From an optimization exercise on the open Yosys and OpenROAD flow, aimed at small area and a short achievable clock period; shortcuts taken in it are not production practice.
At most, simulation tests tie the RTL to the original design; equivalence was not proved.
Power is estimated from default activity; no workload was simulated.

old:
==> flow/design.v (excerpt) <==
module perceptron_top #(
    parameter WIDTH = 16
  ) (
    input clk,
    input reset,
    input      val_i,
    output     rdy_o,
    output     val_o,
    input      rdy_i,
    input  [1:0] W1W0b_en_i,
    input        b_i,
    input        W0_i,
    input        W1_i,
    input signed [WIDTH-1:0] X0_i,
    input signed [WIDTH-1:0] X1_i,
    output     Y_o
);
export LEC_CHECK = 0
export CAP_MARGIN = 20
export CORE_MARGIN = 2
export CORE_UTILIZATION = 55
export CTS_BUF_LIST = sky130_fd_sc_hd__clkbuf_8
export SETUP_SLACK_MARGIN = 4.6
export SLEW_MARGIN = 20
export SYNTH_HIERARCHICAL = 1
export SYNTH_MINIMUM_KEEP_SIZE = 0
create_clock -name core_clock -period 9.0 [get_ports {clk}]
standard.sh (not shown) runs the stock make flow with config.mk's settings and CLKGATE_MAP_FILE= SYNTH_SCRIPT=/design/flow/synth_recipe.tcl, a recipe that flattens the netlist after the stock synthesis.
==> flow/flow/run.sh <==
#!/bin/bash
# The standard layout (standard.sh: unchanged synthesis and steps), with
#  - the port buffers made of a plain buffer cell instead of the delay buffer
#    that buffer_ports picks by default, and
#  - setup repair limited to resizing gates and swapping pins (no buffer
#    insertion or gate cloning).
# ORFS keeps each step's full log under orfs/logs/; make's own output goes to
# make.log here.
set -euo pipefail
bash standard.sh BUFFER_PORTS_ARGS="-buffer_cell sky130_fd_sc_hd__buf_1" \
  SETUP_MOVE_SEQUENCE="unbuffer,sizeup,swap" finish > make.log 2>&1
old did not stop at any stage, and its layout met the timing, design-rule and antenna checks.
diff inputs: old => new
--- a/flow/design.v
+++ b/flow/design.v
@@ -1,33 +1,25 @@
 module rdy_gate (input rdy_i, input busy, input reset, input [1:0] en, output rdy);
   assign rdy = (rdy_i | ~busy) & ~(reset | en[1] | en[0]);
 endmodule
-module nor3m (input a, input b, input c, output y);
-  assign y = ~(a | b | c);
-endmodule
-module ao_en (input a, input b, input c, output y);
-  assign y = (a | ~b) & c;
-endmodule
 module perceptron_ctrl (
     input        clk,
     input        reset,
     input  [1:0] W1W0b_en_i,
     output       en_egress,
     output       en_ingress,
     input        val_i,
     output       rdy_o,
     output reg   val_o,
     input        rdy_i
 );
 reg  val_o_reg;
+wire reset_internal = reset | (|W1W0b_en_i);
 wire busy = val_o & val_o_reg;
 rdy_gate u_rdy_port (.rdy_i(rdy_i), .busy(busy), .reset(reset), .en(W1W0b_en_i), .rdy(rdy_o));
-wire go;    
-nor3m u_go (.a(reset), .b(W1W0b_en_i[1]), .c(W1W0b_en_i[0]), .y(go));
-ao_en u_en_in (.a(rdy_i), .b(busy), .c(go), .y(en_ingress));
-wire reset_internal = ~go;
+rdy_gate u_rdy_int  (.rdy_i(rdy_i), .busy(busy), .reset(reset), .en(W1W0b_en_i), .rdy(en_ingress));
 assign en_egress = rdy_i | ~val_o;
 always @ (posedge clk)
 begin
   if (reset_internal == 1)
   begin
     val_o_reg <= 0;
@@ -67,31 +59,31 @@
 always @ (posedge clk)
 begin
   wn1 <= wn1_d;
   wn0 <= wn0_d;
   b   <= b_d;
 end
-wire [7:0] neg0_d, onen0_d, twon0_d, neg1_d, onen1_d, twon1_d;
+wire [7:0] neg0_d, one0_d, two0_d, neg1_d, one1_d, two1_d;
 genvar gi;
 generate for (gi = 0; gi < 8; gi = gi + 1) begin : g_enc
   booth_enc u_e0 (.xh(X0_i[2*gi+1]), .xm(X0_i[2*gi]), .xl(gi == 0 ? 1'b0 : X0_i[(gi == 0 ? 0 : 2*gi-1)]),
-                  .onen(onen0_d[gi]), .twon(twon0_d[gi]));
+                  .one(one0_d[gi]), .two(two0_d[gi]));
   assign neg0_d[gi] = X0_i[2*gi+1];
   booth_enc u_e1 (.xh(X1_i[2*gi+1]), .xm(X1_i[2*gi]), .xl(gi == 0 ? 1'b0 : X1_i[(gi == 0 ? 0 : 2*gi-1)]),
-                  .onen(onen1_d[gi]), .twon(twon1_d[gi]));
+                  .one(one1_d[gi]), .two(two1_d[gi]));
   assign neg1_d[gi] = X1_i[2*gi+1];
 end endgenerate
 reg [7:0] neg0, onen0, twon0, neg1, onen1, twon1;
 wire [7:0] neg0_n, onen0_n, twon0_n, neg1_n, onen1_n, twon1_n;
 wire en_hold = ~en_ingress;
 ao22m u_hneg0 [7:0] (.a(neg0_d), .b(en_ingress), .c(neg0), .d(en_hold), .y(neg0_n));
-ao22m u_honen0 [7:0] (.a(onen0_d), .b(en_ingress), .c(onen0), .d(en_hold), .y(onen0_n));
-ao22m u_htwon0 [7:0] (.a(twon0_d), .b(en_ingress), .c(twon0), .d(en_hold), .y(twon0_n));
+ao22m u_honen0 [7:0] (.a(~one0_d), .b(en_ingress), .c(onen0), .d(en_hold), .y(onen0_n));
+ao22m u_htwon0 [7:0] (.a(~two0_d), .b(en_ingress), .c(twon0), .d(en_hold), .y(twon0_n));
 ao22m u_hneg1 [7:0] (.a(neg1_d), .b(en_ingress), .c(neg1), .d(en_hold), .y(neg1_n));
-ao22m u_honen1 [7:0] (.a(onen1_d), .b(en_ingress), .c(onen1), .d(en_hold), .y(onen1_n));
-ao22m u_htwon1 [7:0] (.a(twon1_d), .b(en_ingress), .c(twon1), .d(en_hold), .y(twon1_n));
+ao22m u_honen1 [7:0] (.a(~one1_d), .b(en_ingress), .c(onen1), .d(en_hold), .y(onen1_n));
+ao22m u_htwon1 [7:0] (.a(~two1_d), .b(en_ingress), .c(twon1), .d(en_hold), .y(twon1_n));
 always @ (posedge clk)
 begin
   neg0 <= neg0_n; onen0 <= onen0_n; twon0 <= twon0_n;
   neg1 <= neg1_n; onen1 <= onen1_n; twon1 <= twon1_n;
 end
 wire sel1, p2, sel3, p4, sel5, p6, sel7, p8, sel9, p10, sel11, p12;
@@ -1140,15 +1132,15 @@
 assign G1199 = G1195 | (P1196 & G1194);
 assign G1200 = cs[25] | (cs[26] & G1197);
 assign P1201 = cs[26] & P1198;
 assign G1202 = G1200 | (P1201 & G1199);
 assign Y_o = ~(1'b1 ^ G1202);
 endmodule
-module booth_enc (input xh, input xm, input xl, output onen, output twon);
-  assign onen = ~(xm ^ xl);
-  assign twon = ~((xh ^ xm) & ~(xm ^ xl));
+module booth_enc (input xh, input xm, input xl, output one, output two);
+  assign one = xm ^ xl;
+  assign two = (xh ^ xm) & ~(xm ^ xl);
 endmodule
 module ao22m (input a, input b, input c, input d, output y);
   assign y = (a & b) | (c & d);
 endmodule
 module oa22m (input a, input b, input c, input d, output y);
   assign y = (a | b) & (c | d);
## What came out
Going from old to new, via count now larger, reported leakage power saw an increase. The global router's overall resource usage number comes out higher for old vs new. Status: layout multi-input combinational cell count parity (new, old). Compared with old, new shows a hold path depth that is 1 lower. Taking old as the reference point, the power dissipated by switching net loads of new falls by 37 uW. old has a higher sequential power than new. Summary of new over old: total power shrank by 65 uW; arrival time at the worst endpoint shrank by 0.03 ns; worst-case setup slack after placement grew by 0.041 ns.
For new, only the layout was checked, not whether the RTL still works.

* * *

perceptron_top, a different RTL version from the one above (not shown whole).
Size: about 1,200 cells after synthesis, about 130 flip-flops.
Design perceptron_top, start of the top module:
module perceptron_top #(
    parameter WIDTH = 16
  ) (
    input clk,
    input reset,
    input      val_i,
    output     rdy_o,
    output     val_o,
    input      rdy_i,
    input  [1:0] W1W0b_en_i,
    input        b_i,
    input        W0_i,
    input        W1_i,
    input signed [WIDTH-1:0] X0_i,
    input signed [WIDTH-1:0] X1_i,
    output     Y_o
);
wire en_egress;
wire en_ingress;
perceptron_ctrl ctrl (
  .clk        (clk),
  .reset      (reset),
  .W1W0b_en_i (W1W0b_en_i),
  .en_egress  (en_egress),
  .en_ingress (en_ingress),
  .val_i      (val_i),
  .rdy_o      (rdy_o),
  .val_o      (val_o),
  .rdy_i      (rdy_i)
);
perceptron_dp dp (
  .clk        (clk),
  .reset      (reset),
  .en_egress  (en_egress),
  .en_ingress (en_ingress),
  .W1W0b_en_i (W1W0b_en_i),
  .b_i        (b_i),
  .W0_i       (W0_i),
  .W1_i       (W1_i),
  .X0_i       (X0_i),
  .X1_i       (X1_i),
  .Y_o        (Y_o)
);
endmodule
==> flow/config.mk <==
export PLATFORM = sky130hd
export DESIGN_NAME = perceptron_top
export DESIGN_NICKNAME = perceptron_top
export VERILOG_FILES = /design/flow/design.v
export SDC_FILE = /design/flow/constraint.sdc
export NUM_CORES = 4
export LEC_CHECK = 0
export CAP_MARGIN = 20
export CORE_MARGIN = 2
export CORE_UTILIZATION = 55
export CTS_BUF_LIST = sky130_fd_sc_hd__clkbuf_8
export SETUP_SLACK_MARGIN = 4.6
export SLEW_MARGIN = 20
export SYNTH_HIERARCHICAL = 1
export SYNTH_MINIMUM_KEEP_SIZE = 0
==> flow/constraint.sdc <==
create_clock -name core_clock -period 9.0 [get_ports {clk}]
set_input_delay 1.8000 -clock core_clock [delete_from_list [all_inputs] [get_ports {clk}]]
set_output_delay 1.8000 -clock core_clock [all_outputs]
set_load 0.01 [all_outputs]
Scripts as last shown in full above: flow/flow/run.sh
Edit:
--- a/flow/design.v
+++ b/flow/design.v
@@ -1,25 +1,13 @@
 module rdy_gate (input rdy_i, input busy, input reset, input [1:0] en, output rdy);
-  wire t1, t2;
-  nor2c  u_t1 (.a(reset), .b(en[1]), .y(t1));
-  rdy_t2 u_t2 (.a(en[0]), .b(busy), .c(rdy_i), .y(t2));
-  and2c  u_rd (.a(t1), .b(t2), .y(rdy));
-endmodule
-module nor2c (input a, input b, output y);
-  assign y = ~(a | b);
-endmodule
-module rdy_t2 (input a, input b, input c, output y);
-  assign y = ~(a | (b & ~c));
-endmodule
-module and2c (input a, input b, output y);
-  assign y = a & b;
+  assign rdy = (rdy_i | ~busy) & ~(reset | en[1] | en[0]);
 endmodule
 module nor3m (input a, input b, input c, output y);
   assign y = ~(a | b | c);
 endmodule
 module ao_en (input a, input b, input c, output y);
   assign y = (a | ~b) & c;
 endmodule
 module perceptron_ctrl (
     input        clk,
     input        reset,
     input  [1:0] W1W0b_en_i,
@@ -74,41 +62,41 @@
 wire ho_b   = ~reset & ~(W1W0b_en_i == 2'b01);
 wire [15:0] wn1_d, wn0_d, b_d;
 oa22m u_w1d [15:0] (.a({wn1[14:0], ~W1_i}), .b(shn_w1), .c(wn1), .d(hon_w1), .y(wn1_d));
 oa22m u_w0d [15:0] (.a({wn0[14:0], ~W0_i}), .b(shn_w0), .c(wn0), .d(hon_w0), .y(wn0_d));
 ao22m u_bd  [15:0] (.a({b[14:0],  b_i}),   .b(sh_b),   .c(b),   .d(ho_b),   .y(b_d));
 always @ (posedge clk)
 begin
   wn1 <= wn1_d;
   wn0 <= wn0_d;
   b   <= b_d;
 end
-wire [7:0] neg0_d, onen0_d, twon0_d, neg1_d, onen1_d, twon1_d;
+wire [7:0] neg0_d, one0_d, two0_d, neg1_d, one1_d, two1_d;
 genvar gi;
 generate for (gi = 0; gi < 8; gi = gi + 1) begin : g_enc
   booth_enc u_e0 (.xh(X0_i[2*gi+1]), .xm(X0_i[2*gi]), .xl(gi == 0 ? 1'b0 : X0_i[(gi == 0 ? 0 : 2*gi-1)]),
-                  .onen(onen0_d[gi]), .twon(twon0_d[gi]));
+                  .one(one0_d[gi]), .two(two0_d[gi]));
   assign neg0_d[gi] = X0_i[2*gi+1];
   booth_enc u_e1 (.xh(X1_i[2*gi+1]), .xm(X1_i[2*gi]), .xl(gi == 0 ? 1'b0 : X1_i[(gi == 0 ? 0 : 2*gi-1)]),
-                  .onen(onen1_d[gi]), .twon(twon1_d[gi]));
+                  .one(one1_d[gi]), .two(two1_d[gi]));
   assign neg1_d[gi] = X1_i[2*gi+1];
 end endgenerate
 reg [7:0] neg0, onen0, twon0, neg1, onen1, twon1;
 wire [7:0] neg0_n, onen0_n, twon0_n, neg1_n, onen1_n, twon1_n;
 wire en_hold = ~en_ingress;
 ao22m u_hneg0 [7:0] (.a(neg0_d), .b(en_ingress), .c(neg0), .d(en_hold), .y(neg0_n));
-ao22m u_honen0 [7:0] (.a(onen0_d), .b(en_ingress), .c(onen0), .d(en_hold), .y(onen0_n));
-ao22m u_htwon0 [7:0] (.a(twon0_d), .b(en_ingress), .c(twon0), .d(en_hold), .y(twon0_n));
+ao22m u_honen0 [7:0] (.a(~one0_d), .b(en_ingress), .c(onen0), .d(en_hold), .y(onen0_n));
+ao22m u_htwon0 [7:0] (.a(~two0_d), .b(en_ingress), .c(twon0), .d(en_hold), .y(twon0_n));
 ao22m u_hneg1 [7:0] (.a(neg1_d), .b(en_ingress), .c(neg1), .d(en_hold), .y(neg1_n));
-ao22m u_honen1 [7:0] (.a(onen1_d), .b(en_ingress), .c(onen1), .d(en_hold), .y(onen1_n));
-ao22m u_htwon1 [7:0] (.a(twon1_d), .b(en_ingress), .c(twon1), .d(en_hold), .y(twon1_n));
+ao22m u_honen1 [7:0] (.a(~one1_d), .b(en_ingress), .c(onen1), .d(en_hold), .y(onen1_n));
+ao22m u_htwon1 [7:0] (.a(~two1_d), .b(en_ingress), .c(twon1), .d(en_hold), .y(twon1_n));
 always @ (posedge clk)
 begin
   neg0 <= neg0_n; onen0 <= onen0_n; twon0 <= twon0_n;
   neg1 <= neg1_n; onen1 <= onen1_n; twon1 <= twon1_n;
 end
 wire sel1, p2, sel3, p4, sel5, p6, sel7, p8, sel9, p10, sel11, p12;
 wire sel13, p14, sel15, p16, sel17, p18, sel19, p20, sel21, p22, sel23, p24;
 wire sel25, p26, sel27, p28, sel29, p30, sel31, p32, sel33, p34, sel35, p36;
 wire sel37, p38, sel39, p40, sel41, p42, sel43, p44, sel45, p46, sel47, p48;
 wire sel49, p50, sel51, p52, sel53, p54, sel55, p56, sel57, p58, sel59, p60;
 wire sel61, p62, sel63, p64, sel65, p66, sel67, p68, sel69, p70, sel71, p72;
@@ -1147,25 +1135,25 @@
 assign G1194 = G1184 | (P1185 & G1181);
 assign G1195 = G1188 | (P1189 & G1186);
 assign P1196 = P1189 & P1187;
 assign G1197 = G1192 | (P1193 & G1190);
 assign P1198 = P1193 & P1191;
 assign G1199 = G1195 | (P1196 & G1194);
 assign G1200 = cs[25] | (cs[26] & G1197);
 assign P1201 = cs[26] & P1198;
 assign G1202 = G1200 | (P1201 & G1199);
 assign Y_o = ~(1'b1 ^ G1202);
 endmodule
-module booth_enc (input xh, input xm, input xl, output onen, output twon);
-  assign onen = ~(xm ^ xl);
-  assign twon = ~((xh ^ xm) & ~(xm ^ xl));
+module booth_enc (input xh, input xm, input xl, output one, output two);
+  assign one = xm ^ xl;
+  assign two = (xh ^ xm) & ~(xm ^ xl);
 endmodule
 module ao22m (input a, input b, input c, input d, output y);
   assign y = (a & b) | (c & d);
 endmodule
 module oa22m (input a, input b, input c, input d, output y);
   assign y = (a | b) & (c | d);
 endmodule
 module invm (input a, output y);
   assign y = ~a;
 endmodule
 module oai22m (input a, input b, input c, input d, output y);
Result:
- synthesized area increases slightly
- final cell count grows slightly
- routed wire length increases slightly
- count of clock-buffer cells in the layout stays the same
- hold slack improved by 0.0099 ns
- power goes up slightly
- critical path depth stays the same
- fmax rises slightly
No functional check of the RTL was part of any run of this note.

==> static timing again, ports no longer ideal <==
How much do the figures lean on ideal ports? The routed layouts below were timed once more, with nothing changed but the port constraints.
Step 1, drivers: a clkbuf_16 drives clk and a buf_2 each remaining input, both assumed.
Step 2 also shifts input and output timing later by t, the mid clock arrival at the registers, as if the neighbouring blocks saw the same clock.
a / b / c = ideal / step 1 / step 2; a / b = the first two.
run | t (ns) | setup WS [ns] | latest minus earliest clock arrival (ns) | worst register clock-pin slew, ns | cell pins on the clock port's net
old | 0.518 | 4.662 / 4.638 / 4.638 | 0.021 / 0.021 | 0.10 / 0.10 | 1
new | 0.500 | 4.692 / 4.671 / 4.671 | 0.021 / 0.021 | 0.10 / 0.10 | 1
the first run of note 2 | 0.505 | 4.663 / 4.663 / 4.663 | 0.027 / 0.026 | 0.11 / 0.11 | 1
the second run of note 2 | 0.504 | 4.687 / 4.667 / 4.667 | 0.018 / 0.019 | 0.10 / 0.10 | 1
After both steps setup and hold are still met in every run listed. The setup slack of old, which loses most, moves by -0.024 ns with the drivers and by -0.024 ns with both steps.
